From an optimization exercise on the open Yosys and OpenROAD flow, aimed at small area and a short achievable clock period; shortcuts taken in it are not production practice.
Where RTL was checked, it was by simulation tests only, not by an equivalence proof against the original.
The RTL of run 3 was laid out without a check of its function.
Power and IR drop assume default switching activity.

--- design/flow/flow/run.sh ---
#!/bin/bash
# The standard layout (standard.sh) with these changes:
#  - the port buffers are sky130_fd_sc_hd__buf_1 instead of the cell that
#    buffer_ports picks by itself;
#  - resizing may change a cell's footprint (MATCH_CELL_FOOTPRINT=0);
#  - the constant outputs share one tie cell (SKIP_REPAIR_TIE_FANOUT=1);
#  - timing repair aims for 5.8 ns of setup slack (SETUP_SLACK_MARGIN=5.8).
# ORFS writes each step's log under orfs/logs; make's own output goes to standard.log.
set -euo pipefail
bash standard.sh BUFFER_PORTS_ARGS="-buffer_cell sky130_fd_sc_hd__buf_1" MATCH_CELL_FOOTPRINT=0 SKIP_REPAIR_TIE_FANOUT=1 SETUP_SLACK_MARGIN=5.8 finish > standard.log 2>&1
--- design/flow/design.v ---
module mul_front (
  input  wire        WV,
  input  wire        ARM,
  input  wire [15:0] W,
  input  wire [15:0] AQ,
  input  wire [15:0] B,
  output wire [15:0] AW,
  output wire [71:0] PP,
  output wire [7:0]  NEG
);
  assign AW = WV ? (ARM ? W : AQ) : AQ;
  wire one0 = B[0] ^ 1'b0;
  wire two0 = (B[1] & ~B[0] & ~1'b0) | (~B[1] & B[0] & 1'b0);
  assign NEG[0] = B[1];
  assign PP[0] = (one0 & AW[0]) ^ B[1];
  assign PP[1] = ((one0 & AW[1]) | (two0 & AW[0])) ^ B[1];
  assign PP[2] = ((one0 & AW[2]) | (two0 & AW[1])) ^ B[1];
  assign PP[3] = ((one0 & AW[3]) | (two0 & AW[2])) ^ B[1];
  assign PP[4] = ((one0 & AW[4]) | (two0 & AW[3])) ^ B[1];
  assign PP[5] = ((one0 & AW[5]) | (two0 & AW[4])) ^ B[1];
  assign PP[6] = ((one0 & AW[6]) | (two0 & AW[5])) ^ B[1];
  assign PP[7] = ((one0 & AW[7]) | (two0 & AW[6])) ^ B[1];
  assign PP[8] = ((one0 & AW[8]) | (two0 & AW[7])) ^ B[1];
  assign PP[9] = ((one0 & AW[9]) | (two0 & AW[8])) ^ B[1];
  assign PP[10] = ((one0 & AW[10]) | (two0 & AW[9])) ^ B[1];
  assign PP[11] = ((one0 & AW[11]) | (two0 & AW[10])) ^ B[1];
  assign PP[12] = ((one0 & AW[12]) | (two0 & AW[11])) ^ B[1];
  assign PP[13] = ((one0 & AW[13]) | (two0 & AW[12])) ^ B[1];
  assign PP[14] = ((one0 & AW[14]) | (two0 & AW[13])) ^ B[1];
  assign PP[15] = ((one0 & AW[15]) | (two0 & AW[14])) ^ B[1];
  wire one1 = B[2] ^ B[1];
  wire two1 = (B[3] & ~B[2] & ~B[1]) | (~B[3] & B[2] & B[1]);
  assign NEG[1] = B[3];
  assign PP[16] = (one1 & AW[0]) ^ B[3];
  assign PP[17] = ((one1 & AW[1]) | (two1 & AW[0])) ^ B[3];
  assign PP[18] = ((one1 & AW[2]) | (two1 & AW[1])) ^ B[3];
  assign PP[19] = ((one1 & AW[3]) | (two1 & AW[2])) ^ B[3];
  assign PP[20] = ((one1 & AW[4]) | (two1 & AW[3])) ^ B[3];
  assign PP[21] = ((one1 & AW[5]) | (two1 & AW[4])) ^ B[3];
  assign PP[22] = ((one1 & AW[6]) | (two1 & AW[5])) ^ B[3];
  assign PP[23] = ((one1 & AW[7]) | (two1 & AW[6])) ^ B[3];
  assign PP[24] = ((one1 & AW[8]) | (two1 & AW[7])) ^ B[3];
  assign PP[25] = ((one1 & AW[9]) | (two1 & AW[8])) ^ B[3];
  assign PP[26] = ((one1 & AW[10]) | (two1 & AW[9])) ^ B[3];
  assign PP[27] = ((one1 & AW[11]) | (two1 & AW[10])) ^ B[3];
  assign PP[28] = ((one1 & AW[12]) | (two1 & AW[11])) ^ B[3];
  assign PP[29] = ((one1 & AW[13]) | (two1 & AW[12])) ^ B[3];
  wire one2 = B[4] ^ B[3];
  wire two2 = (B[5] & ~B[4] & ~B[3]) | (~B[5] & B[4] & B[3]);
  assign NEG[2] = B[5];
  assign PP[30] = (one2 & AW[0]) ^ B[5];
  assign PP[31] = ((one2 & AW[1]) | (two2 & AW[0])) ^ B[5];
  assign PP[32] = ((one2 & AW[2]) | (two2 & AW[1])) ^ B[5];
  assign PP[33] = ((one2 & AW[3]) | (two2 & AW[2])) ^ B[5];
  assign PP[34] = ((one2 & AW[4]) | (two2 & AW[3])) ^ B[5];
  assign PP[35] = ((one2 & AW[5]) | (two2 & AW[4])) ^ B[5];
  assign PP[36] = ((one2 & AW[6]) | (two2 & AW[5])) ^ B[5];
  assign PP[37] = ((one2 & AW[7]) | (two2 & AW[6])) ^ B[5];
  assign PP[38] = ((one2 & AW[8]) | (two2 & AW[7])) ^ B[5];
  assign PP[39] = ((one2 & AW[9]) | (two2 & AW[8])) ^ B[5];
  assign PP[40] = ((one2 & AW[10]) | (two2 & AW[9])) ^ B[5];
  assign PP[41] = ((one2 & AW[11]) | (two2 & AW[10])) ^ B[5];
  wire one3 = B[6] ^ B[5];
  wire two3 = (B[7] & ~B[6] & ~B[5]) | (~B[7] & B[6] & B[5]);
  assign NEG[3] = B[7];
  assign PP[42] = (one3 & AW[0]) ^ B[7];
  assign PP[43] = ((one3 & AW[1]) | (two3 & AW[0])) ^ B[7];
  assign PP[44] = ((one3 & AW[2]) | (two3 & AW[1])) ^ B[7];
  assign PP[45] = ((one3 & AW[3]) | (two3 & AW[2])) ^ B[7];
  assign PP[46] = ((one3 & AW[4]) | (two3 & AW[3])) ^ B[7];
  assign PP[47] = ((one3 & AW[5]) | (two3 & AW[4])) ^ B[7];
  assign PP[48] = ((one3 & AW[6]) | (two3 & AW[5])) ^ B[7];
  assign PP[49] = ((one3 & AW[7]) | (two3 & AW[6])) ^ B[7];
  assign PP[50] = ((one3 & AW[8]) | (two3 & AW[7])) ^ B[7];
  assign PP[51] = ((one3 & AW[9]) | (two3 & AW[8])) ^ B[7];
  wire one4 = B[8] ^ B[7];
  wire two4 = (B[9] & ~B[8] & ~B[7]) | (~B[9] & B[8] & B[7]);
  assign NEG[4] = B[9];
  assign PP[52] = (one4 & AW[0]) ^ B[9];
  assign PP[53] = ((one4 & AW[1]) | (two4 & AW[0])) ^ B[9];
  assign PP[54] = ((one4 & AW[2]) | (two4 & AW[1])) ^ B[9];
  assign PP[55] = ((one4 & AW[3]) | (two4 & AW[2])) ^ B[9];
  assign PP[56] = ((one4 & AW[4]) | (two4 & AW[3])) ^ B[9];
  assign PP[57] = ((one4 & AW[5]) | (two4 & AW[4])) ^ B[9];
  assign PP[58] = ((one4 & AW[6]) | (two4 & AW[5])) ^ B[9];
  assign PP[59] = ((one4 & AW[7]) | (two4 & AW[6])) ^ B[9];
  wire one5 = B[10] ^ B[9];
  wire two5 = (B[11] & ~B[10] & ~B[9]) | (~B[11] & B[10] & B[9]);
  assign NEG[5] = B[11];
  assign PP[60] = (one5 & AW[0]) ^ B[11];
  assign PP[61] = ((one5 & AW[1]) | (two5 & AW[0])) ^ B[11];
  assign PP[62] = ((one5 & AW[2]) | (two5 & AW[1])) ^ B[11];
  assign PP[63] = ((one5 & AW[3]) | (two5 & AW[2])) ^ B[11];
  assign PP[64] = ((one5 & AW[4]) | (two5 & AW[3])) ^ B[11];
  assign PP[65] = ((one5 & AW[5]) | (two5 & AW[4])) ^ B[11];
  wire one6 = B[12] ^ B[11];
  wire two6 = (B[13] & ~B[12] & ~B[11]) | (~B[13] & B[12] & B[11]);
  assign NEG[6] = B[13];
  assign PP[66] = (one6 & AW[0]) ^ B[13];
  assign PP[67] = ((one6 & AW[1]) | (two6 & AW[0])) ^ B[13];
  assign PP[68] = ((one6 & AW[2]) | (two6 & AW[1])) ^ B[13];
  assign PP[69] = ((one6 & AW[3]) | (two6 & AW[2])) ^ B[13];
  wire one7 = B[14] ^ B[13];
  wire two7 = (B[15] & ~B[14] & ~B[13]) | (~B[15] & B[14] & B[13]);
  assign NEG[7] = B[15];
  assign PP[70] = (one7 & AW[0]) ^ B[15];
  assign PP[71] = ((one7 & AW[1]) | (two7 & AW[0])) ^ B[15];
endmodule
module xbip_multadd_0 (
  input  wire        WV,
  input  wire        ARM,
  input  wire [15:0] W,
  input  wire [15:0] AQ,
  input  wire [15:0] B,
  input  wire [15:0] X,
  input  wire        CI,
  output wire [15:0] AW,
  output wire [15:0] S,
  output wire [15:0] Y,
  output wire [15:0] Z,
  output wire        E,
  output wire [1:0]  F
);
  wire [71:0] PP;
  wire [7:0] NEG;
  mul_front front (.WV(WV), .ARM(ARM), .W(W), .AQ(AQ), .B(B), .AW(AW), .PP(PP), .NEG(NEG));
  wire s0 = NEG[0] ^ X[0];
  wire c0 = NEG[0] & X[0];
  wire s1 = NEG[1] ^ X[2];
  wire c1 = NEG[1] & X[2];
  wire s2 = NEG[2] ^ X[4];
  wire c2 = NEG[2] & X[4];
  wire s3 = NEG[3] ^ X[6];
  wire c3 = NEG[3] & X[6];
  wire s4 = NEG[4] ^ X[8];
  wire c4 = NEG[4] & X[8];
  wire s5 = NEG[5] ^ X[10];
  wire c5 = NEG[5] & X[10];
  wire s6 = NEG[6] ^ X[12];
  wire c6 = NEG[6] & X[12];
  wire s7 = NEG[7] ^ X[14];
  wire c7 = NEG[7] & X[14];
  wire s8 = X[9] ^ c4;
  wire c8 = X[9] & c4;
  wire s9 = PP[10] ^ PP[24] ^ PP[36];
  wire c9 = (PP[10] & PP[24]) | (PP[10] & PP[36]) | (PP[24] & PP[36]);
  wire s10 = X[11] ^ c5 ^ PP[11];
  wire c10 = (X[11] & c5) | (X[11] & PP[11]) | (c5 & PP[11]);
  wire s11 = PP[25] ^ PP[37];
  wire c11 = PP[25] & PP[37];
  wire s12 = PP[12] ^ PP[26] ^ PP[38];
  wire c12 = (PP[12] & PP[26]) | (PP[12] & PP[38]) | (PP[26] & PP[38]);
  wire s13 = PP[48] ^ PP[56] ^ PP[62];
  wire c13 = (PP[48] & PP[56]) | (PP[48] & PP[62]) | (PP[56] & PP[62]);
  wire s14 = X[13] ^ c6 ^ PP[13];
  wire c14 = (X[13] & c6) | (X[13] & PP[13]) | (c6 & PP[13]);
  wire s15 = PP[27] ^ PP[39] ^ PP[49];
  wire c15 = (PP[27] & PP[39]) | (PP[27] & PP[49]) | (PP[39] & PP[49]);
  wire s16 = PP[57] ^ PP[63];
  wire c16 = PP[57] & PP[63];
  wire s17 = PP[14] ^ PP[28] ^ PP[40];
  wire c17 = (PP[14] & PP[28]) | (PP[14] & PP[40]) | (PP[28] & PP[40]);
  wire s18 = PP[50] ^ PP[58] ^ PP[64];
  wire c18 = (PP[50] & PP[58]) | (PP[50] & PP[64]) | (PP[58] & PP[64]);
  wire s19 = PP[68] ^ PP[70] ^ s7;
  wire c19 = (PP[68] & PP[70]) | (PP[68] & s7) | (PP[70] & s7);
  wire s20 = X[5] ^ c2;
  wire c20 = X[5] & c2;
  wire s21 = PP[20] ^ PP[32] ^ PP[42];
  wire c21 = (PP[20] & PP[32]) | (PP[20] & PP[42]) | (PP[32] & PP[42]);
  wire s22 = X[7] ^ c3 ^ PP[21];
  wire c22 = (X[7] & c3) | (X[7] & PP[21]) | (c3 & PP[21]);
  wire s23 = PP[33] ^ PP[43];
  wire c23 = PP[33] & PP[43];
  wire s24 = PP[22] ^ PP[34] ^ PP[44];
  wire c24 = (PP[22] & PP[34]) | (PP[22] & PP[44]) | (PP[34] & PP[44]);
  wire s25 = PP[52] ^ PP[8] ^ s4;
  wire c25 = (PP[52] & PP[8]) | (PP[52] & s4) | (PP[8] & s4);
  wire s26 = PP[23] ^ PP[35] ^ PP[45];
  wire c26 = (PP[23] & PP[35]) | (PP[23] & PP[45]) | (PP[35] & PP[45]);
  wire s27 = PP[53] ^ PP[9] ^ s8;
  wire c27 = (PP[53] & PP[9]) | (PP[53] & s8) | (PP[9] & s8);
  wire s28 = PP[46] ^ PP[54] ^ PP[60];
  wire c28 = (PP[46] & PP[54]) | (PP[46] & PP[60]) | (PP[54] & PP[60]);
  wire s29 = s5 ^ c8 ^ s9;
  wire c29 = (s5 & c8) | (s5 & s9) | (c8 & s9);
  wire s30 = PP[47] ^ PP[55] ^ PP[61];
  wire c30 = (PP[47] & PP[55]) | (PP[47] & PP[61]) | (PP[55] & PP[61]);
  wire s31 = c9 ^ s10 ^ s11;
  wire c31 = (c9 & s10) | (c9 & s11) | (s10 & s11);
  wire s32 = PP[66] ^ s6 ^ c10;
  wire c32 = (PP[66] & s6) | (PP[66] & c10) | (s6 & c10);
  wire s33 = c11 ^ s12 ^ s13;
  wire c33 = (c11 & s12) | (c11 & s13) | (s12 & s13);
  wire s34 = PP[67] ^ c12 ^ c13;
  wire c34 = (PP[67] & c12) | (PP[67] & c13) | (c12 & c13);
  wire s35 = s14 ^ s15 ^ s16;
  wire c35 = (s14 & s15) | (s14 & s16) | (s15 & s16);
  wire s36 = c14 ^ c15 ^ c16;
  wire c36 = (c14 & c15) | (c14 & c16) | (c15 & c16);
  wire s37 = s17 ^ s18 ^ s19;
  wire c37 = (s17 & s18) | (s17 & s19) | (s18 & s19);
  wire s38 = X[3] ^ c1;
  wire c38 = X[3] & c1;
  wire s39 = PP[18] ^ PP[30] ^ PP[4];
  wire c39 = (PP[18] & PP[30]) | (PP[18] & PP[4]) | (PP[30] & PP[4]);
  wire s40 = PP[19] ^ PP[31] ^ PP[5];
  wire c40 = (PP[19] & PP[31]) | (PP[19] & PP[5]) | (PP[31] & PP[5]);
  wire s41 = PP[6] ^ s3 ^ c20;
  wire c41 = (PP[6] & s3) | (PP[6] & c20) | (s3 & c20);
  wire s42 = PP[7] ^ c21 ^ s22;
  wire c42 = (PP[7] & c21) | (PP[7] & s22) | (c21 & s22);
  wire s43 = c22 ^ c23 ^ s24;
  wire c43 = (c22 & c23) | (c22 & s24) | (c23 & s24);
  wire s44 = c24 ^ c25 ^ s26;
  wire c44 = (c24 & c25) | (c24 & s26) | (c25 & s26);
  wire s45 = c26 ^ s28 ^ c27;
  wire c45 = (c26 & s28) | (c26 & c27) | (s28 & c27);
  wire s46 = c28 ^ s30 ^ c29;
  wire c46 = (c28 & s30) | (c28 & c29) | (s30 & c29);
  wire s47 = c30 ^ c31 ^ s32;
  wire c47 = (c30 & c31) | (c30 & s32) | (c31 & s32);
  wire s48 = c32 ^ c33 ^ s34;
  wire c48 = (c32 & c33) | (c32 & s34) | (c33 & s34);
  wire s49 = c34 ^ c35 ^ s36;
  wire c49 = (c34 & c35) | (c34 & s36) | (c35 & s36);
  wire s50 = CI ^ PP[0];
  wire c50 = CI & PP[0];
  wire s51 = X[1] ^ c0 ^ PP[1];
  wire c51 = (X[1] & c0) | (X[1] & PP[1]) | (c0 & PP[1]);
  wire s52 = PP[16] ^ PP[2] ^ s1;
  wire c52 = (PP[16] & PP[2]) | (PP[16] & s1) | (PP[2] & s1);
  wire s53 = PP[17] ^ PP[3] ^ s38;
  wire c53 = (PP[17] & PP[3]) | (PP[17] & s38) | (PP[3] & s38);
  wire s54 = s2 ^ c38 ^ s39;
  wire c54 = (s2 & c38) | (s2 & s39) | (c38 & s39);
  wire s55 = c39 ^ s20 ^ s40;
  wire c55 = (c39 & s20) | (c39 & s40) | (s20 & s40);
  wire s56 = c40 ^ s21 ^ s41;
  wire c56 = (c40 & s21) | (c40 & s41) | (s21 & s41);
  wire s57 = s23 ^ c41 ^ s42;
  wire c57 = (s23 & c41) | (s23 & s42) | (c41 & s42);
  wire s58 = s25 ^ c42 ^ s43;
  wire c58 = (s25 & c42) | (s25 & s43) | (c42 & s43);
  wire s59 = c43 ^ s27 ^ s44;
  wire c59 = (c43 & s27) | (c43 & s44) | (s27 & s44);
  wire x60 = c7 ^ c17;
  wire x61 = c18 ^ c19;
  wire x62 = x60 ^ x61;
  wire x63 = X[15] ^ PP[15];
  wire x64 = PP[29] ^ PP[41];
  wire x65 = PP[51] ^ PP[59];
  wire x66 = PP[65] ^ PP[69];
  wire x67 = PP[71] ^ x63;
  wire x68 = x64 ^ x65;
  wire x69 = x66 ^ x67;
  wire x70 = x68 ^ x69;
  assign F = {x62, x70};
  assign S[0] = s0;
  assign Y[0] = s50;
  assign Z[0] = 1'b0;
  assign S[1] = c50;
  assign Y[1] = s51;
  assign Z[1] = 1'b0;
  assign S[2] = c51;
  assign Y[2] = s52;
  assign Z[2] = 1'b0;
  assign S[3] = c52;
  assign Y[3] = s53;
  assign Z[3] = 1'b0;
  assign S[4] = c53;
  assign Y[4] = s54;
  assign Z[4] = 1'b0;
  assign S[5] = c54;
  assign Y[5] = s55;
  assign Z[5] = 1'b0;
  assign S[6] = c55;
  assign Y[6] = s56;
  assign Z[6] = 1'b0;
  assign S[7] = c56;
  assign Y[7] = s57;
  assign Z[7] = 1'b0;
  assign S[8] = c57;
  assign Y[8] = s58;
  assign Z[8] = 1'b0;
  assign S[9] = c58;
  assign Y[9] = s59;
  assign Z[9] = 1'b0;
  assign E = c59;
  assign S[10] = c44;
  assign Y[10] = s29;
  assign Z[10] = s45;
  assign S[11] = s31;
  assign Y[11] = c45;
  assign Z[11] = s46;
  assign S[12] = s33;
  assign Y[12] = c46;
  assign Z[12] = s47;
  assign S[13] = s35;
  assign Y[13] = c47;
  assign Z[13] = s48;
  assign S[14] = s37;
  assign Y[14] = c48;
  assign Z[14] = s49;
  assign S[15] = c36;
  assign Y[15] = c37;
  assign Z[15] = c49;
endmodule
module mul_final (
  input  wire [15:0] S,
  input  wire [15:0] Y,
  input  wire [15:0] Z,
  input  wire        E,
  input  wire [1:0]  F,
  input  wire        EN,
  output wire [15:0] P
);
  wire [15:0] r1, r2;
  assign r1[0] = S[0];
  assign r2[0] = Y[0];
  assign r1[1] = S[1];
  assign r2[1] = Y[1];
  assign r1[2] = S[2];
  assign r2[2] = Y[2];
  assign r1[3] = S[3];
  assign r2[3] = Y[3];
  assign r1[4] = S[4];
  assign r2[4] = Y[4];
  assign r1[5] = S[5];
  assign r2[5] = Y[5];
  assign r1[6] = S[6];
  assign r2[6] = Y[6];
  assign r1[7] = S[7];
  assign r2[7] = Y[7];
  assign r1[8] = S[8];
  assign r2[8] = Y[8];
  assign r1[9] = S[9];
  assign r2[9] = Y[9];
  assign r1[10] = S[10] ^ Y[10] ^ Z[10];
  assign r2[10] = E;
  assign r1[11] = S[11] ^ Y[11] ^ Z[11];
  assign r2[11] = (S[10] & Y[10]) | (S[10] & Z[10]) | (Y[10] & Z[10]);
  assign r1[12] = S[12] ^ Y[12] ^ Z[12];
  assign r2[12] = (S[11] & Y[11]) | (S[11] & Z[11]) | (Y[11] & Z[11]);
  assign r1[13] = S[13] ^ Y[13] ^ Z[13];
  assign r2[13] = (S[12] & Y[12]) | (S[12] & Z[12]) | (Y[12] & Z[12]);
  assign r1[14] = S[14] ^ Y[14] ^ Z[14];
  assign r2[14] = (S[13] & Y[13]) | (S[13] & Z[13]) | (Y[13] & Z[13]);
  assign r1[15] = S[15] ^ Y[15] ^ Z[15] ^ F[0] ^ F[1];
  assign r2[15] = (S[14] & Y[14]) | (S[14] & Z[14]) | (Y[14] & Z[14]);
  assign P = (r1 + r2) & {16{EN}};
endmodule
`timescale 1ns / 1ps
module s_axi_template #(
		parameter integer C_S_AXI_ID_WIDTH	= 1,
		parameter integer C_S_AXI_DATA_WIDTH	= 64,
		parameter integer C_S_AXI_ADDR_WIDTH	= 32,
		parameter integer C_S_AXI_AWUSER_WIDTH	= 1,
		parameter integer C_S_AXI_ARUSER_WIDTH	= 1,
		parameter integer C_S_AXI_WUSER_WIDTH	= 1,
		parameter integer C_S_AXI_RUSER_WIDTH	= 1,
		parameter integer C_S_AXI_BUSER_WIDTH	= 1
	)
	(
		output wire [15:0] P_buf,  
		output wire [15:0] A_dbg,
		output wire [15:0] B_dbg,
		output wire [15:0] C_dbg,
		output wire [ 3:0] mode_sel_dbg,
		input wire  S_AXI_ACLK,
		input wire  S_AXI_ARESETN,
		input wire [C_S_AXI_ID_WIDTH-1 : 0] S_AXI_AWID,
		input wire [C_S_AXI_ADDR_WIDTH-1 : 0] S_AXI_AWADDR,
		input wire [7 : 0] S_AXI_AWLEN,
		input wire [2 : 0] S_AXI_AWSIZE,
		input wire [1 : 0] S_AXI_AWBURST,
		input wire  S_AXI_AWLOCK,
		input wire [3 : 0] S_AXI_AWCACHE,
		input wire [2 : 0] S_AXI_AWPROT,
		input wire [3 : 0] S_AXI_AWQOS,
		input wire [3 : 0] S_AXI_AWREGION,
		input wire [C_S_AXI_AWUSER_WIDTH-1 : 0] S_AXI_AWUSER,
		input wire  S_AXI_AWVALID,
		output wire  S_AXI_AWREADY,
		input wire [C_S_AXI_DATA_WIDTH-1 : 0] S_AXI_WDATA,
		input wire [(C_S_AXI_DATA_WIDTH/8)-1 : 0] S_AXI_WSTRB,
		input wire  S_AXI_WLAST,
		input wire [C_S_AXI_WUSER_WIDTH-1 : 0] S_AXI_WUSER,
		input wire  S_AXI_WVALID,
		output wire  S_AXI_WREADY,
		output wire [C_S_AXI_ID_WIDTH-1 : 0] S_AXI_BID,
		output wire [1 : 0] S_AXI_BRESP,
		output wire [C_S_AXI_BUSER_WIDTH-1 : 0] S_AXI_BUSER,
		output wire  S_AXI_BVALID,
		input wire  S_AXI_BREADY,
		input wire [C_S_AXI_ID_WIDTH-1 : 0] S_AXI_ARID,
		input wire [C_S_AXI_ADDR_WIDTH-1 : 0] S_AXI_ARADDR,
		input wire [7 : 0] S_AXI_ARLEN,
		input wire [2 : 0] S_AXI_ARSIZE,
		input wire [1 : 0] S_AXI_ARBURST,
		input wire  S_AXI_ARLOCK,
		input wire [3 : 0] S_AXI_ARCACHE,
		input wire [2 : 0] S_AXI_ARPROT,
		input wire [3 : 0] S_AXI_ARQOS,
		input wire [3 : 0] S_AXI_ARREGION,
		input wire [C_S_AXI_ARUSER_WIDTH-1 : 0] S_AXI_ARUSER,
		input wire  S_AXI_ARVALID,
		output wire  S_AXI_ARREADY,
		output wire [C_S_AXI_ID_WIDTH-1 : 0] S_AXI_RID,
		output wire [C_S_AXI_DATA_WIDTH-1 : 0] S_AXI_RDATA,
		output wire [1 : 0] S_AXI_RRESP,
		output wire  S_AXI_RLAST,
		output wire [C_S_AXI_RUSER_WIDTH-1 : 0] S_AXI_RUSER,
		output wire  S_AXI_RVALID,
		input wire  S_AXI_RREADY
	);
	reg        axi_awready, axi_awv_awr_flag, axi_wready, axi_bvalid;
	reg        axi_arready, axi_arv_arr_flag, axi_rvalid, axi_rlast;
	reg  [7:0] axi_arlen_rem;      
	reg  [3:0] wsel;               
	wire idle   = ~axi_awv_awr_flag & ~axi_arv_arr_flag;
	wire aw_set = S_AXI_AWVALID & idle;
	wire ar_set = S_AXI_ARVALID & idle;
	wire wbeat  = axi_wready & S_AXI_WVALID;
	wire wdone  = S_AXI_WLAST & axi_wready;
	wire rhs    = axi_rvalid & S_AXI_RREADY;
	wire rzero  = (axi_arlen_rem == 8'd0);
	always @(posedge S_AXI_ACLK) begin
		if (S_AXI_ARESETN == 1'b0) begin
			axi_awready      <= 1'b0;
			axi_awv_awr_flag <= 1'b0;
			axi_wready       <= 1'b0;
			axi_bvalid       <= 1'b0;
			axi_arready      <= 1'b0;
			axi_arv_arr_flag <= 1'b0;
			axi_rvalid       <= 1'b0;
			axi_rlast        <= 1'b0;
			axi_arlen_rem    <= 8'd0;
		end else begin
			axi_awready <= aw_set;
			if (aw_set)
				axi_awv_awr_flag <= 1'b1;
			else if (wdone)
				axi_awv_awr_flag <= 1'b0;
			if (~axi_wready & S_AXI_WVALID & axi_awv_awr_flag)
				axi_wready <= 1'b1;
			else if (wdone)
				axi_wready <= 1'b0;
			if (wbeat & S_AXI_WLAST)
				axi_bvalid <= 1'b1;
			else if (S_AXI_BREADY & axi_bvalid)
				axi_bvalid <= 1'b0;
			axi_arready <= ar_set;
			if (ar_set)
				axi_arv_arr_flag <= 1'b1;
			else if (rhs & rzero)
				axi_arv_arr_flag <= 1'b0;
			if (axi_arv_arr_flag & ~axi_rvalid)
				axi_rvalid <= 1'b1;
			else if (rhs)
				axi_rvalid <= 1'b0;
			if (S_AXI_ARVALID & ~axi_arv_arr_flag) begin
				axi_arlen_rem <= S_AXI_ARLEN;
				axi_rlast     <= 1'b0;
			end else if (rhs) begin
				axi_arlen_rem <= axi_arlen_rem - 8'd1;
				axi_rlast     <= 1'b0;
			end else if (rzero & ~axi_rlast & axi_arv_arr_flag)
				axi_rlast <= 1'b1;
			else if (S_AXI_RREADY)
				axi_rlast <= 1'b0;
		end
	end
	always @(posedge S_AXI_ACLK)
		if (S_AXI_AWVALID & ~axi_awv_awr_flag)
			wsel <= {S_AXI_AWADDR[19:16] == 4'h4, S_AXI_AWADDR[19:16] == 4'h3,
			         S_AXI_AWADDR[19:16] == 4'h2, S_AXI_AWADDR[19:16] == 4'h1};
	assign S_AXI_AWREADY = axi_awready;
	assign S_AXI_WREADY  = axi_wready;
	assign S_AXI_BVALID  = axi_bvalid;
	assign S_AXI_BRESP   = 2'b00;
	assign S_AXI_BUSER   = {C_S_AXI_BUSER_WIDTH{1'b0}};
	assign S_AXI_BID     = S_AXI_AWID;
	assign S_AXI_ARREADY = axi_arready;
	assign S_AXI_RVALID  = axi_rvalid;
	assign S_AXI_RLAST   = axi_rlast;
	assign S_AXI_RRESP   = 2'b00;
	assign S_AXI_RUSER   = {C_S_AXI_RUSER_WIDTH{1'b0}};
	assign S_AXI_RID     = S_AXI_ARID;
	reg [15:0] A, B, C, B_in, C_in;
	reg [ 3:0] mode_sel;
	wire rst = ~S_AXI_ARESETN;
	wire [15:0] W = S_AXI_WDATA[15:0];
	wire [15:0] A_wr;
	wire [15:0] A_nx = rst ? 16'd0 : A_wr;
	wire [15:0] B_nx = rst ? 16'd0 : (wbeat & wsel[1]) ? W : B;
	wire [15:0] C_nx = rst ? 16'd0 : (wbeat & wsel[2]) ? W : C;
	wire [ 3:0] M_nx = rst ? 4'd0  : (wbeat & wsel[3]) ? W[3:0] : mode_sel;
	wire [15:0] Bi_nx = rst ? 16'd0 :
	                    (mode_sel[2:0] == 3'b000) ? 16'd0 :
	                    (mode_sel[2:1] == 2'b10)  ? 16'd1 : B;
	wire [15:0] Ci_nx = (~rst & (mode_sel[2] | (mode_sel[1] & mode_sel[0]))) ? C : 16'd0;
	wire        Sub_nx = mode_sel[0];
	always @(posedge S_AXI_ACLK) begin
		A        <= A_nx;
		B        <= B_nx;
		C        <= C_nx;
		mode_sel <= M_nx;
		B_in     <= Bi_nx;
		C_in     <= Ci_nx;
	end
	assign A_dbg        = A;
	assign B_dbg        = B_in;
	assign C_dbg        = C_in;
	assign mode_sel_dbg = mode_sel;
	wire [15:0] cs_s, cs_y, cs_z;
	wire        cs_e;
	wire [ 1:0] cs_f;
	reg  [15:0] P_s, P_y, P_z;
	reg         P_e;
	reg  [ 1:0] P_f;
	xbip_multadd_0 MultAdd (
		.WV (S_AXI_WVALID),
		.ARM(axi_wready & wsel[0]),
		.W  (W),
		.AQ (A),
		.B  (Bi_nx),
		.X  (Ci_nx ^ {16{Sub_nx}}),
		.CI (Sub_nx),
		.AW (A_wr),
		.S  (cs_s),
		.Y  (cs_y),
		.Z  (cs_z),
		.E  (cs_e),
		.F  (cs_f)
	);
	always @(posedge S_AXI_ACLK) begin
		P_s <= cs_s;
		P_y <= cs_y;
		P_z <= cs_z;
		P_e <= cs_e;
		P_f <= cs_f;
	end
	wire P_en = (~mode_sel[2] & ~mode_sel[0]) | (mode_sel[1] & mode_sel[0]);
	mul_final MultFinal (
		.S (P_s),
		.Y (P_y),
		.Z (P_z),
		.E (P_e),
		.F (P_f),
		.EN(P_en),
		.P (P_buf)
	);
	reg [15:0] rd_data;
	wire aw56 = (S_AXI_AWADDR[19:16] == 4'h5) | (S_AXI_AWADDR[19:16] == 4'h6);
	wire ar56 = (S_AXI_ARADDR[19:16] == 4'h5) | (S_AXI_ARADDR[19:16] == 4'h6);
	wire rd_load = (aw_set & aw56) | (ar_set & ar56);
	always @(posedge S_AXI_ACLK)
		if (rst)
			rd_data <= 16'd0;
		else if (rd_load)
			rd_data <= P_buf;
	assign S_AXI_RDATA = {{(C_S_AXI_DATA_WIDTH-16){1'b0}}, rd_data & {16{axi_rvalid}}};
endmodule
--- design/flow/constraint.sdc ---
create_clock -name core_clock -period 10.0 [get_ports {S_AXI_ACLK}]
set_input_delay 2.0000 -clock core_clock [delete_from_list [all_inputs] [get_ports {S_AXI_ACLK}]]
set_output_delay 2.0000 -clock core_clock [all_outputs]
set_load 0.01 [all_outputs]
--- design/flow/config.mk ---
export PLATFORM = sky130hd
export DESIGN_NAME = s_axi_template
export DESIGN_NICKNAME = s_axi_template
export VERILOG_FILES = /design/flow/design.v
export SDC_FILE = /design/flow/constraint.sdc
export NUM_CORES = 4
export LEC_CHECK = 0
export ABC_AREA = 1
export ABC_CLOCK_PERIOD_IN_PS = 4000
export CAP_MARGIN = 20
export CORE_MARGIN = 2
export CORE_UTILIZATION = 40
export CTS_BUF_LIST = sky130_fd_sc_hd__clkbuf_4 sky130_fd_sc_hd__clkbuf_8
export CTS_CLUSTER_SIZE = 40
export SLEW_MARGIN = 20
--- design/flow/standard.sh ---
#!/bin/bash
# synth_recipe.tcl (not shown) runs the flow's synth.tcl, then flattens the netlist and writes it again
# the make line also repeats each setting of config.mk as NAME=value (left out here)
make -C /OpenROAD-flow-scripts/flow DESIGN_CONFIG=/design/flow/config.mk WORK_HOME=/design/flow/orfs CLKGATE_MAP_FILE= SYNTH_SCRIPT=/design/flow/synth_recipe.tcl "${@:-finish}"
==> flow_summary_export.csv, run 1 <==
group,metric,value,unit
sta,worst_pin_slew,989,ps
clock_network,clock-sinks,161,
drt,first_iter_violations,672,
sta,setup_violations,0,
setup_path,crit_chain,"fa_1, ha_4, a21oi_4, o21ai_2, nand2_1, o2111ai_2, a31oi_1, inv_1, nand2_1, nand3_2, inv_1, buf_2",
drt,wire_per_inst,17.8,um
sta,tns,0,ps
global_routing,grt_usage,23.6,%
sta,finalCritPeriodShare,46.1,%
sta,slew_violations,0,
cells_and_area,area_delta_synth_final,28.6,%
die,die_height,160,um
cells_and_area,finish.utilization,52.1,%
sta,maxSlewHeadroom,33.9,%
sta,layout_setup_ws,5390,ps
die,fp.dieW,160,um
setup_path,max_stage_delay,590,ps
global_routing,grt_pass1_wl,46400,um
setup_path,cp.required,8000,ps
clock_network,clock_latency,490,ps
die,core-area,0.0241,mm2
placement,gp_congestion,0.931,
placement,dp.cells,1591,
clock_network,cts.htree.levels,4,
clock_network,cts_root_buffer,"clkbuf_8",
setup_path,slowest_stage,"fa_1",
setup_path,critPathTopFamily,"adder cells",
synthesis,ys_seq_area_share,33.4,%
sta,rsz0062_at_grt,"yes",
die,ios,353,
drt,route.detailed.drc,0,
synthesis,avgSynthCellArea,7.91,um2
sta,min_period,4610,ps
global_routing,grt_overflow,0,
flow_run,max_cap_viol_count,0,
setup_path,critPathKind,"flip-flop to output port",
placement,dp.final_hpwl,20600,um
drt,dr.pass1.iters,5,
placement,port_buffers,129,
die,initial_core_util,40.5,%
synthesis,synth-main-ff-cell,"dfxtp_1",
cells_and_area,n_fill_cell,2270,
sta,fin_skew,23.5,ps
die,rows,57,
drt,vias_per_cell,5.11,
synthesis,yosysWarnings,1,
synthesis,syn_area,0.00976,mm2
sta,fmax,0.217,GHz
setup_path,critPathBufInv,3,
setup_path,end_kind,"output port",
drt,wirelength,31000,um
cells_and_area,final_cell_mix,"184 x nand2_1, 151 x dfxtp_1, 134 x inv_1, 119 x buf_1, 90 x buf_4",
synthesis,syn_inst,1234,
synthesis,synth-edff-count,4,
clock_network,tritoncts,"built",
global_routing,grt_pass1_vias,8305,
placement,place_ws,3900,ps
drt,antenna_left,0,
run_status,outcome,"timing/DRC/antenna clean",
power,p_per_area,108,mW/mm2
sta,hold_viol,0,
power,peakVddDrop,0.0000742,V
setup_path,path_max_fanout,4,
sta,fin_hold_ws,462,ps
clock_network,postCtsHoldBufs,0,
power,p_leak,5.59,nW
die,dieArea,0.0257,mm2
synthesis,synthesis.nets,1524,
synthesis,synth_seq_cells,161,
drt,num_vias,8901,
clock_network,clk_path_buf_depth,2,
setup_path,critPathArrivalTime,2610,ps
setup_path,crit_path_start_kind,"flip-flop",
min_path,hold_class,"flip-flop to flip-flop",
cells_and_area,final_common_cell,"nand2_1",
global_routing,antenna_found_initial,1,
cells_and_area,fin_cells,1743,
cells_and_area,final_nets,1696,
cells_and_area,layout-drive-gt1-share,25.9,%
global_routing,grt_max_degree,55,
synthesis,synth-async-reset-ratio,0,%
clock_network,path_clk_slew,100,ps
synthesis,ys_types,45,
cells_and_area,diodes,0,
clock_network,numCtsBuffers,17,
routing by layer:
| layer | vias up | global-route usage, % | part of all wire, % |
|---|---|---|---|
| li1 | 4247 | - | - |
| met3 | 100 | 6.16 | 8.7 |
| met5 | - | 0 | 0.061 |
| met4 | 2 | 10.9 | 4.9 |
| met2 | 420 | 35.9 | 43 |
| met1 | 4132 | 31.5 | 43 |
layout make-up:
cell class / count / area (um2) / share of cell area, %
Clock buffer: 17 / 234 / 1.86
Clock inverter: 15 / 181 / 1.44
Multi-Input combinational cell: 801 / 6060 / 48.3
Timing Repair Buffer: 251 / 1660 / 13.2
Inverter: 172 / 728 / 5.80
Timing Repair inverter: 2 / 13.8 / 0.110
Tap cell: 324 / 405 / 3.23
Sequential cell: 161 / 3270 / 26.0
sequential cells by signal (all words and copies together), names as in the netlist, 2 cells and up:
name,cells
P_z,6
P_s,16
C,16
rd_data,16
C_in,16
P_f,2
P_y,16
B_in,16
mode_sel,4
wsel,4
A,16
B,16
axi_arlen_rem,8
synthesized netlist by cell type, types with 2 or more instances:
library cell  instances  share of area, %
nor2_4                8              0.92
nand2_4               2              0.23
nand2_2               4              0.26
inv_1               159               6.1
nand4_1              10              0.64
ha_1                 32               4.1
o22ai_1              42               2.7
or2_2                12              0.77
nand2_1             212               8.2
inv_2                12              0.46
a21oi_1              80               4.1
dfxtp_1             157                32
o21ai_0              78               4.0
o211ai_1             14               1.1
clkbuf_1             27               1.0
nand3_1              47               2.4
nor3_1                7              0.36
a31oi_1               3              0.19
edfxtp_1              4               1.2
o21a_1               11              0.85
o21ai_2               2              0.18
o21ai_1               2              0.10
xnor2_1               9              0.81
buf_2                10              0.51
buf_4                60               4.6
fa_1                 51                10
nand3b_1              4              0.31
xor2_1               70               6.3
buf_1                 2             0.077
nor2_1               88               3.4
power by group:
part | internal (W) | switching (W)
Combinational | 0.0000631 | 0.000118
Clock | 0.000193 | 0.000305
Sequential | 0.000662 | 0.0000163
Total | 0.000919 | 0.000439
what timing repair did:
item,CTS,global route
cloned,7,0
setup buffers,86,27
endpoints found under the setup margin,48,34
pin swaps,44,49
gates resized for setup,191,81
logic make-up after synthesis:
logic type	share of synthesized area [%]
other	0.0384
AOI/OAI and AO/OA	13.8
xor gates and xnor gates	7.09
and+or+nand+nor	18.0
adders and majority gates	14.6
buffers and inverters	13.1
DFF	33.4
final timing paths:
kind,slack [ps],end,cells past startpoint,start
max,5390,P_buf[15],12,P_z[10]
min,460,C[5],2,C[5]
max reg2reg,6420,P_y[8],14,mode_sel[1]
min reg2reg,460,C[5],2,C[5]
worst register-to-register path: stages (launching register included):
cell and delay [ps]:
dfxtp_1 450, inv_2 140, nand2_2 250, nand2_1 170, nor2_4 160, buf_12 120
nand2_2 60, nand2_4 80, clkinvlp_4 230, o22ai_4 190, xnor2_2 90, fa_2 540
inv_2 40, fa_2 520, fa_2 420
stage by stage:
| step | total power [W] | cell area [um2] |
|---|---|---|
| after floorplan | 0.000802 | 9930 |
| after global placement | 0.000826 | 10200 |
| after detailed placement | 0.000828 | 10200 |
| after CTS | 0.00136 | 12000 |
| after global routing | 0.00141 | 12600 |
| final | 0.00136 | 12600 |
==> inputs of run 2 (changes only) <==
==> design/flow/flow/run.sh (replaced) <==
#!/bin/bash
# The standard layout (standard.sh) with these changes:
#  - the port buffers are sky130_fd_sc_hd__buf_1 instead of the cell that
#    buffer_ports picks by itself;
#  - resizing may change a cell's footprint (MATCH_CELL_FOOTPRINT=0);
#  - the constant outputs share one tie cell (SKIP_REPAIR_TIE_FANOUT=1);
#  - timing repair aims for 5.2 ns of setup slack (SETUP_SLACK_MARGIN=5.2).
# ORFS writes each step's log under orfs/logs; make's own output goes to standard.log.
set -euo pipefail
bash standard.sh BUFFER_PORTS_ARGS="-buffer_cell sky130_fd_sc_hd__buf_1" MATCH_CELL_FOOTPRINT=0 SKIP_REPAIR_TIE_FANOUT=1 SETUP_SLACK_MARGIN=5.2 finish > standard.log 2>&1
--- a/design/flow/config.mk
+++ b/design/flow/config.mk
@@ -9,7 +9,7 @@
 export ABC_CLOCK_PERIOD_IN_PS = 4000
 export CAP_MARGIN = 20
 export CORE_MARGIN = 2
-export CORE_UTILIZATION = 40
+export CORE_UTILIZATION = 50
 export CTS_BUF_LIST = sky130_fd_sc_hd__clkbuf_4 sky130_fd_sc_hd__clkbuf_8
 export CTS_CLUSTER_SIZE = 40
 export SLEW_MARGIN = 20
==> run 2 against run 1 <==
  * Non-clock buffer count shrank 96
  * Design area down 14%
  * Register-to-register slack got worse by 180 ps
  * Die area shrank 20%
  * Sequential power is essentially flat
  * Sequential share of layout area rose by 4.3 points
  * Routed wire length fell by 18%
  * Synthesized cell count unchanged
==> flow_summary_export.csv, run 2 <==
group,metric,value,unit
sta,tns,0,ps
synthesis,synth-async-reset-ratio,0,%
cells_and_area,final_common_cell,"nand2_1",
synthesis,ys_types,45,
clock_network,path_clk_slew,80,ps
sta,fin_skew,19.3,ps
setup_path,crit_path_start_kind,"input pin",
setup_path,critical_path.most_common_cell,"fa_1",
drt,route.detailed.drc,0,
global_routing,grt_pass1_vias,7424,
sta,fmax,0.210,GHz
cells_and_area,diodes,0,
drt,met3_length,1850,um
setup_path,cp.required,10330,ps
setup_path,critPathArrivalTime,5080,ps
drt,wirelength,25400,um
global_routing,grt_overflow,0,
cells_and_area,final_cell_mix,"210 x nand2_1, 157 x dfxtp_1, 153 x inv_1, 127 x buf_1, 83 x nor2_1",
clock_network,cts_root_buffer,"clkbuf_8",
synthesis,yosys.area.top_type_share,32.2,%
clock_network,cts.htree.levels,4,
setup_path,critPathTopFamily,"adder cells",
drt,num_vias,8151,
clock_network,tritoncts,"built",
synthesis,synth-edff-count,4,
die,core-area,0.0193,mm2
setup_path,max_stage_delay,410,ps
setup_path,critPathBufInv,7,
cells_and_area,layout-drive-gt1-share,10.5,%
synthesis,ys_seq_area_share,33.4,%
drt,wl_met1,11400,um
run_status,outcome,"timing/DRC/antenna clean",
die,ios,353,
synthesis,yosysTopAreaCell,"dfxtp_1",
sta,hold_viol,0,
global_routing,grt_usage,24.7,%
clock_network,clock-sinks,161,
drt,vias_per_cell,5.13,
setup_path,path_max_fanout,42,
die,die_height,144,um
cells_and_area,final_nets,1600,
synthesis,synth-main-ff-cell,"dfxtp_1",
synthesis,yosysWarnings,1,
cells_and_area,area_delta_synth_final,10.1,%
sta,fin_hold_ws,454,ps
clock_network,postCtsHoldBufs,0,
clock_network,numCtsBuffers,17,
die,dieArea,0.0207,mm2
drt,wire_per_inst,16.0,um
global_routing,grt_pass1_wl,39300,um
die,initial_core_util,50.5,%
synthesis,syn_inst,1234,
synthesis,synth_common_cells,"212 x nand2_1, 159 x inv_1, 157 x dfxtp_1, 88 x nor2_1, 80 x a21oi_1",
drt,topRoutingLayerUsed,"met4",
power,p_per_area,119,mW/mm2
synthesis,yosys-top-cells-area,"dfxtp_1 32%, fa_1 10%, nand2_1 8.2%",
sta,rsz0062_at_grt,"yes",
sta,slew_violations,0,
clock_network,clk_path_buf_depth,2,
synthesis,synthesis.nets,1524,
drt,wl_met2,11600,um
setup_path,slowest_stage,"fa_1",
synthesis,yosysMostFrequentCell,"nand2_1",
synthesis,avgSynthCellArea,7.91,um2
flow_run,max_cap_viol_count,0,
sta,min_period,4750,ps
min_path,hold_class,"flip-flop to flip-flop",
drt,first_iter_violations,563,
power,peakVddDrop,0.0000778,V
synthesis,synth_seq_cells,161,
placement,port_buffers,129,
placement,dp.final_hpwl,18900,um
placement,gp_congestion,0.902,
sta,worst_pin_slew,894,ps
setup_path,critPathKind,"input pin to flip-flop",
clock_network,clock_latency,460,ps
sta,setup_violations,0,
global_routing,antenna_found_initial,0,
die,fp.dieW,144,um
die,rows,51,
sta,maxSlewHeadroom,40.2,%
drt,dr.pass1.iters,5,
sta,finalCritPeriodShare,47.5,%
power,p_leak,4.98,nW
drt,antenna_left,0,
setup_path,crit_chain,"buf_6, buf_12, inv_2, buf_8, a21oi_4, inv_4, nor2_2, xor2_2, ha_1, fa_1, inv_1, fa_1, inv_1, fa_1",
global_routing,grt_max_degree,55,
setup_path,end_kind,"flip-flop",
synthesis,syn_area,0.00976,mm2
-- run 2: cell counts after synthesis --
No cell type changed its count.
-- run 2: final timing paths --
kind                      start       to  slack [ps]  cells past startpoint
setup / recovery  S_AXI_ARESETN   P_y[9]        5250                     14
hold / removal             C[3]     C[3]         450                      2
setup reg to reg    mode_sel[2]  P_z[12]        6240                     11
hold reg to reg            C[3]     C[3]         450                      2
-- run 2: cell type report --
type | instances | area [um2]
timing repair inverter | 3 | 15.0
sequential | 161 | 3260
fill | 1891 | 8590
tap | 265 | 332
inverter | 172 | 671
timing repair buffer | 155 | 708
multi-input combinational | 800 | 5380
clock inverter | 14 | 130
clock buffer | 18 | 241
-- run 2: what timing repair did --
action / in CTS / in global routing
setup endpoints to repair: 32 / 11
resized for setup: 34 / 20
buffers inserted: 4 / 17
pin swaps: 3 / 2
cloned: 0 / 3
-- run 2: cells by family (layout without fill, tap and decap cells) --
kind of cell | after synthesis | count (layout) | share of synthesized area [%]
AND/OR/NAND/NOR | 398 | 398 | 18.0
buffers and inverters | 273 | 362 | 13.1
AO/OA/AOI/OAI | 239 | 239 | 13.8
flip-flops | 161 | 161 | 33.4
adder cells (fa/ha/maj) | 83 | 83 | 14.6
XOR/XNOR | 79 | 79 | 7.09
other | 1 | 1 | 0.0384
-- run 2: metrics by stage --
| step | setup WS, ps | utilization [%] | instance area, um2 | total power (W) | instances |
|---|---|---|---|---|---|
| after floorplan | 5220 | - | 9760 | 0.000797 | 1234 |
| after global placement | 3940 | 51.6 | 9980 | 0.000820 | 1532 |
| after detailed placement | 3920 | 51.6 | 9980 | 0.000821 | 1532 |
| after CTS | 5220 | 54.4 | 10500 | 0.00129 | 1568 |
| after global routing | 5180 | 55.6 | 10700 | 0.00135 | 1588 |
| final | 5250 | 55.6 | 10700 | 0.00128 | 1588 |
-- run 2: per-layer routing --
metal  track usage (%)  up-vias
met1              34.6     3779
met5                 0        -
met2              39.2      307
met4              6.66        0
met3              4.53       33
li1                  -     4032
-- run 2: worst min-delay path: cells and delay by family, from the launching register on --
family | cells | cell delay [ps]
AO/OA/AOI/OAI | 1 | 50
buffers and inverters | 1 | 60
flip-flops | 1 | 300
-- run 2: where the power goes --
part | internal (W) | leakage [nW] | switching (W)
Combinational | 0.0000433 | 3.49 | 0.0000989
Sequential | 0.000662 | 1.31 | 0.0000143
Clock | 0.000203 | 0.184 | 0.000260
==> inputs of run 3 (changes only) <==
--- a/design/flow/design.v
+++ b/design/flow/design.v
@@ -238,24 +238,18 @@
   wire c55 = (c39 & s20) | (c39 & s40) | (s20 & s40);
   wire s56 = c40 ^ s21 ^ s41;
   wire c56 = (c40 & s21) | (c40 & s41) | (s21 & s41);
-  wire s57 = s23 ^ c41 ^ s42;
-  wire c57 = (s23 & c41) | (s23 & s42) | (c41 & s42);
-  wire s58 = s25 ^ c42 ^ s43;
-  wire c58 = (s25 & c42) | (s25 & s43) | (c42 & s43);
-  wire s59 = c43 ^ s27 ^ s44;
-  wire c59 = (c43 & s27) | (c43 & s44) | (s27 & s44);
-  wire x60 = c7 ^ c17;
-  wire x61 = c18 ^ c19;
-  wire x62 = x60 ^ x61;
-  wire x63 = X[15] ^ PP[15];
-  wire x64 = PP[29] ^ PP[41];
-  wire x65 = PP[51] ^ PP[59];
-  wire x66 = PP[65] ^ PP[69];
-  wire x67 = PP[71] ^ x63;
-  wire x68 = x64 ^ x65;
-  wire x69 = x66 ^ x67;
-  wire x70 = x68 ^ x69;
-  assign F = {x62, x70};
+  wire x57 = c7 ^ c17;
+  wire x58 = c18 ^ c19;
+  wire x59 = x57 ^ x58;
+  wire x60 = X[15] ^ PP[15];
+  wire x61 = PP[29] ^ PP[41];
+  wire x62 = PP[51] ^ PP[59];
+  wire x63 = PP[65] ^ PP[69];
+  wire x64 = PP[71] ^ x60;
+  wire x65 = x61 ^ x62;
+  wire x66 = x63 ^ x64;
+  wire x67 = x65 ^ x66;
+  assign F = {x59, x67};
   assign S[0] = s0;
   assign Y[0] = s50;
   assign Z[0] = 1'b0;
@@ -277,16 +271,16 @@
   assign S[6] = c55;
   assign Y[6] = s56;
   assign Z[6] = 1'b0;
-  assign S[7] = c56;
-  assign Y[7] = s57;
-  assign Z[7] = 1'b0;
-  assign S[8] = c57;
-  assign Y[8] = s58;
-  assign Z[8] = 1'b0;
-  assign S[9] = c58;
-  assign Y[9] = s59;
-  assign Z[9] = 1'b0;
-  assign E = c59;
+  assign E = c56;
+  assign S[7] = s23;
+  assign Y[7] = c41;
+  assign Z[7] = s42;
+  assign S[8] = s25;
+  assign Y[8] = c42;
+  assign Z[8] = s43;
+  assign S[9] = c43;
+  assign Y[9] = s27;
+  assign Z[9] = s44;
   assign S[10] = c44;
   assign Y[10] = s29;
   assign Z[10] = s45;
@@ -330,14 +324,14 @@
   assign r2[5] = Y[5];
   assign r1[6] = S[6];
   assign r2[6] = Y[6];
-  assign r1[7] = S[7];
-  assign r2[7] = Y[7];
-  assign r1[8] = S[8];
-  assign r2[8] = Y[8];
-  assign r1[9] = S[9];
-  assign r2[9] = Y[9];
+  assign r1[7] = S[7] ^ Y[7] ^ Z[7];
+  assign r2[7] = E;
+  assign r1[8] = S[8] ^ Y[8] ^ Z[8];
+  assign r2[8] = (S[7] & Y[7]) | (S[7] & Z[7]) | (Y[7] & Z[7]);
+  assign r1[9] = S[9] ^ Y[9] ^ Z[9];
+  assign r2[9] = (S[8] & Y[8]) | (S[8] & Z[8]) | (Y[8] & Z[8]);
   assign r1[10] = S[10] ^ Y[10] ^ Z[10];
-  assign r2[10] = E;
+  assign r2[10] = (S[9] & Y[9]) | (S[9] & Z[9]) | (Y[9] & Z[9]);
   assign r1[11] = S[11] ^ Y[11] ^ Z[11];
   assign r2[11] = (S[10] & Y[10]) | (S[10] & Z[10]) | (Y[10] & Z[10]);
   assign r1[12] = S[12] ^ Y[12] ^ Z[12];
==> design/flow/flow/run.sh (replaced) <==
#!/bin/bash
# The standard layout (standard.sh) with these changes:
#  - the port buffers are sky130_fd_sc_hd__buf_1 instead of the cell that
#    buffer_ports picks by itself;
#  - resizing may change a cell's footprint (MATCH_CELL_FOOTPRINT=0);
#  - the constant outputs share one tie cell (SKIP_REPAIR_TIE_FANOUT=1).
# ORFS writes each step's log under orfs/logs; make's own output goes to standard.log.
set -euo pipefail
bash standard.sh BUFFER_PORTS_ARGS="-buffer_cell sky130_fd_sc_hd__buf_1" MATCH_CELL_FOOTPRINT=0 SKIP_REPAIR_TIE_FANOUT=1 finish > standard.log 2>&1
--- a/design/flow/config.mk
+++ b/design/flow/config.mk
@@ -9,7 +9,8 @@
 export ABC_CLOCK_PERIOD_IN_PS = 4000
 export CAP_MARGIN = 20
 export CORE_MARGIN = 2
-export CORE_UTILIZATION = 50
+export CORE_UTILIZATION = 40
 export CTS_BUF_LIST = sky130_fd_sc_hd__clkbuf_4 sky130_fd_sc_hd__clkbuf_8
 export CTS_CLUSTER_SIZE = 40
+export SETUP_SLACK_MARGIN = 5
 export SLEW_MARGIN = 20
==> run 3 against run 2 <==
  * Still clean
  * Non-clock buffer count is 13 lower
  * Cell count is 1.2% higher
  * Synthesized cell count is 1.9% lower
  * Worst hold slack better by 3.9 ps
  * Sequential power is 2% higher
  * Die area is 26% higher
  * Clock skew hardly changed
  * Setup slack worse by 110 ps
  * Largest power group unchanged
  * Highest routed layer unchanged
==> flow_summary_export.csv, run 3 <==
group,metric,value,unit
setup_path,ff2ff_path_depth,12,
sta,finalCritPeriodShare,48.6,%
clock_network,cts.htree.levels,4,
cells_and_area,seq_area,0.00332,mm2
cells_and_area,layout-drive-gt1-share,9.12,%
clock_network,clk_path_buf_depth,2,
power,netSwitchingFraction,28.4,%
power,peakVddDrop,0.0000761,V
global_routing,grt_usage,20.2,%
sta,fmax,0.206,GHz
power,p_leak,5.23,nW
cells_and_area,final_cell_mix,"182 x nand2_1, 160 x dfxtp_1, 155 x inv_1, 128 x buf_1, 81 x nor2_1",
sta,rsz0062_at_grt,"no",
cells_and_area,final_design_area_no_fill,0.0108,mm2
synthesis,synth_seq_cells,164,
power,seqPwrFrac,50.6,%
die,rows,57,
drt,wire_per_inst,16.2,um
setup_path,crit_end,"P_z[13]",
drt,first_iter_violations,654,
sta,fin_skew,19.1,ps
synthesis,synth-async-reset-ratio,0,%
drt,dr.pass1.iters,6,
global_routing,grt_max_degree,55,
synthesis,yosysMostFrequentCell,"nand2_1",
die,fp.dieW,161,um
sta,slew_violations,0,
placement,dpl_cell_area,0.0102,mm2
global_routing,grt_overflow,0,
placement,port_buffers,129,
global_routing,antenna_found_initial,0,
drt,antenna_left,0,
synthesis,ys_types,53,
min_path,min_from,"C[10]",
setup_path,crit_path_start_kind,"input pin",
synthesis,synthesis.nets,1500,
die,die_height,161,um
sta,tns,0,ps
power,p_per_area,126,mW/mm2
drt,met3_length,1720,um
placement,dp.final_hpwl,19400,um
synthesis,synth-edff-count,4,
die,ios,353,
synthesis,yosysTopAreaCell,"dfxtp_1",
synthesis,avgSynthCellArea,8.20,um2
die,initial_core_util,40.8,%
setup_path,end_kind,"flip-flop",
synthesis,ys_seq_area_share,33.5,%
power,p_switching,0.000386,W
die,dieArea,0.0261,mm2
synthesis,syn_inst,1210,
setup_path,critPathKind,"input pin to flip-flop",
synthesis,synth-main-ff-cell,"dfxtp_1",
sta,fin_hold_ws,458,ps
synthesis,yosys.area.top_type_share,32.3,%
sta,hold_viol,0,
cells_and_area,area_delta_synth_final,8.98,%
cells_and_area,n_fill_cell,2469,
drt,topRoutingLayerUsed,"met4",
synthesis,yosysWarnings,1,
flow_run,max_cap_viol_count,0,
drt,wirelength,26000,um
placement,gp_congestion,0.907,
sta,min_period,4860,ps
clock_network,clock-sinks,164,
clock_network,clock_latency,490,ps
synthesis,synth_common_cells,"184 x nand2_1, 160 x dfxtp_1, 157 x inv_1, 81 x nor2_1, 80 x a21oi_1",
power,cell_internal_pwr,0.000976,W
global_routing,grt_pass1_vias,7582,
drt,wl_met1,12200,um
run_status,outcome,"timing/DRC/antenna clean",
sta,worst_pin_slew,829,ps
die,core-area,0.0243,mm2
setup_path,rr_endpoint,"P_z[13]",
synthesis,yosys-top-cells-area,"dfxtp_1 32%, fa_1 10%, nand2_1 7.0%",
synthesis,syn_area,0.00992,mm2
drt,num_vias,8039,
global_routing,grt_pass1_wl,40900,um
drt,vias_per_cell,5.00,
clock_network,cts_root_buffer,"clkbuf_8",
cells_and_area,multi_input_area,0.00541,mm2
drt,wl_met2,11200,um
power,power_frac_comb,10.7,%
setup_path,path_max_fanout,43,
drt,route.detailed.drc,0,
clock_network,path_clk_slew,90,ps
clock_network,numCtsBuffers,17,
setup_path,rrSetupSlack,5960,ps
cells_and_area,final_common_cell,"nand2_1",
clock_network,tritoncts,"built",
setup_path,rr_startpoint,"mode_sel[1]",
cells_and_area,diodes,0,
setup_path,critPathArrivalTime,5220,ps
cells_and_area,final_nets,1560,
min_path,hold_class,"flip-flop to flip-flop",
sta,setup_violations,0,
clock_network,postCtsHoldBufs,0,
power,power.share.clock,38.7,%
sta,maxSlewHeadroom,44.6,%
setup_path,crit_start,"S_AXI_ARESETN",
setup_path,cp.required,10360,ps
## run 3: cell types whose count changed after synthesis, sizes merged, moves of 4 or more
| cell | previous run | this run |
|---|---|---|
| nand2 | 219 | 199 |
| o21a | 11 | 6 |
| xor2 | 70 | 78 |
| o22ai | 42 | 57 |
| xnor2 | 9 | 13 |
| inv | 171 | 163 |
| o21ai | 82 | 71 |
| o211ai | 14 | 3 |
## run 3: power groups by stage
stage / registers, W / clock network, W / logic, W
2_1_floorplan: 0.000699 / 0 / 0.000115
3_3_place_gp: 0.000704 / 0 / 0.000137
3_5_place_dp: 0.000704 / 0 / 0.000138
4_1_cts: 0.000689 / 0.000536 / 0.000140
5_1_grt: 0.000692 / 0.000565 / 0.000162
6_report: 0.000689 / 0.000527 / 0.000145
## run 3: cell type report
type | instances | area share (%)
clock buffers | 19 | 2.36
clock inverters | 13 | 1.59
inverters | 166 | 5.80
multi-input cells | 779 | 50.0
flip-flops and latches | 164 | 30.7
well taps | 324 | 3.75
repair buffers | 142 | 5.76
## run 3: metrics by stage
| stage | utilization [%] | total power, W | setup WS [ps] | cells |
|---|---|---|---|---|
| after floorplan | - | 0.000814 | 5150 | 1210 |
| after global placement | 42.0 | 0.000841 | 3870 | 1568 |
| final | 44.5 | 0.00136 | 5140 | 1607 |
| after global routing | 44.5 | 0.00142 | 5000 | 1607 |
| after detailed placement | 42.0 | 0.000842 | 3820 | 1568 |
| after CTS | 44.0 | 0.00136 | 5010 | 1601 |
## run 3: worst min-delay path by stage
stage	to	slack, ps	cells after the start
floorplan	C[10]	430	2
CTS	C[0]	460	2
global placement	C[13]	440	2
detailed placement	C[13]	440	2
finish	C[10]	460	2
global route	C[7]	480	2
## run 3: routing by layer
layer  track usage, %  vias to the layer above
met5                0                        -
met4             8.44                        0
met3             3.44                       51
met2             30.7                      305
met1             28.4                     3718
li1                 -                     3965
## run 3: worst max-delay path, stage by stage
cell,delay [ps]
buf_6,180
buf_12,160
inv_2,40
buf_6,200
a21oi_4,200
buf_4,170
nand2_1,120
o21ai_2,180
inv_2,130
o22ai_1,210
xor2_1,110
fa_1,520
inv_1,60
fa_1,420
fa_1,470
## run 3: logic make-up (layout without fill, tap and decap cells)
kind of cell / after synthesis / in the layout / share of synthesized area, %
adders and majority gates: 83 / 83 / 14.3
other: 1 / 1 / 0.0378
buffers and inverters: 267 / 340 / 12.7
muxes: 2 / 2 / 0.202
AOI/OAI and AO/OA: 230 / 230 / 13.2
xor gates and xnor gates: 91 / 91 / 8.11
and+or+nand+nor: 372 / 372 / 17.9
DFF: 164 / 164 / 33.5
## run 3: what timing repair did
action | 4_1_cts | 5_1_grt
resized for setup | 13 | 10
setup buffers | 1 | 5
pin swaps | 0 | 3
setup endpoints to repair | 29 | 10
cloned | 0 | 1

[re-timing with driven ports]
How much do the figures lean on ideal ports? The routed layouts below were timed once more, with nothing changed but the port constraints. Step 1, drivers: a clkbuf_16 drives S_AXI_ACLK and a buf_2 each remaining input, both assumed. Step 2 adds t to the input delays and takes it off the output delays; t is the mean of the earliest and latest rising clock arrival at the registers after step 1. Input paths then give back, and output paths get back, about the clock's delay inside the block. a / b / c = ideal / step 1 / step 2; a / b = the first two.
run	t (ns)	setup WS [ns]	hold WS [ns]	worst setup path after step 2	clock arrival spread, ns
run 1	0.518	5.386 / 5.346 / 5.022	0.462 / 0.462 / 0.462	input to register	0.024 / 0.024
run 2	0.492	5.246 / 5.247 / 4.755	0.454 / 0.454 / 0.454	input to register	0.019 / 0.019
run 3	0.520	5.138 / 5.128 / 4.614	0.458 / 0.458 / 0.458	input to register	0.020 / 0.020
After both steps every run listed still meets setup and hold. The setup slack of run 3, which loses most, moves by -0.010 ns with the drivers and by -0.524 ns with both steps.
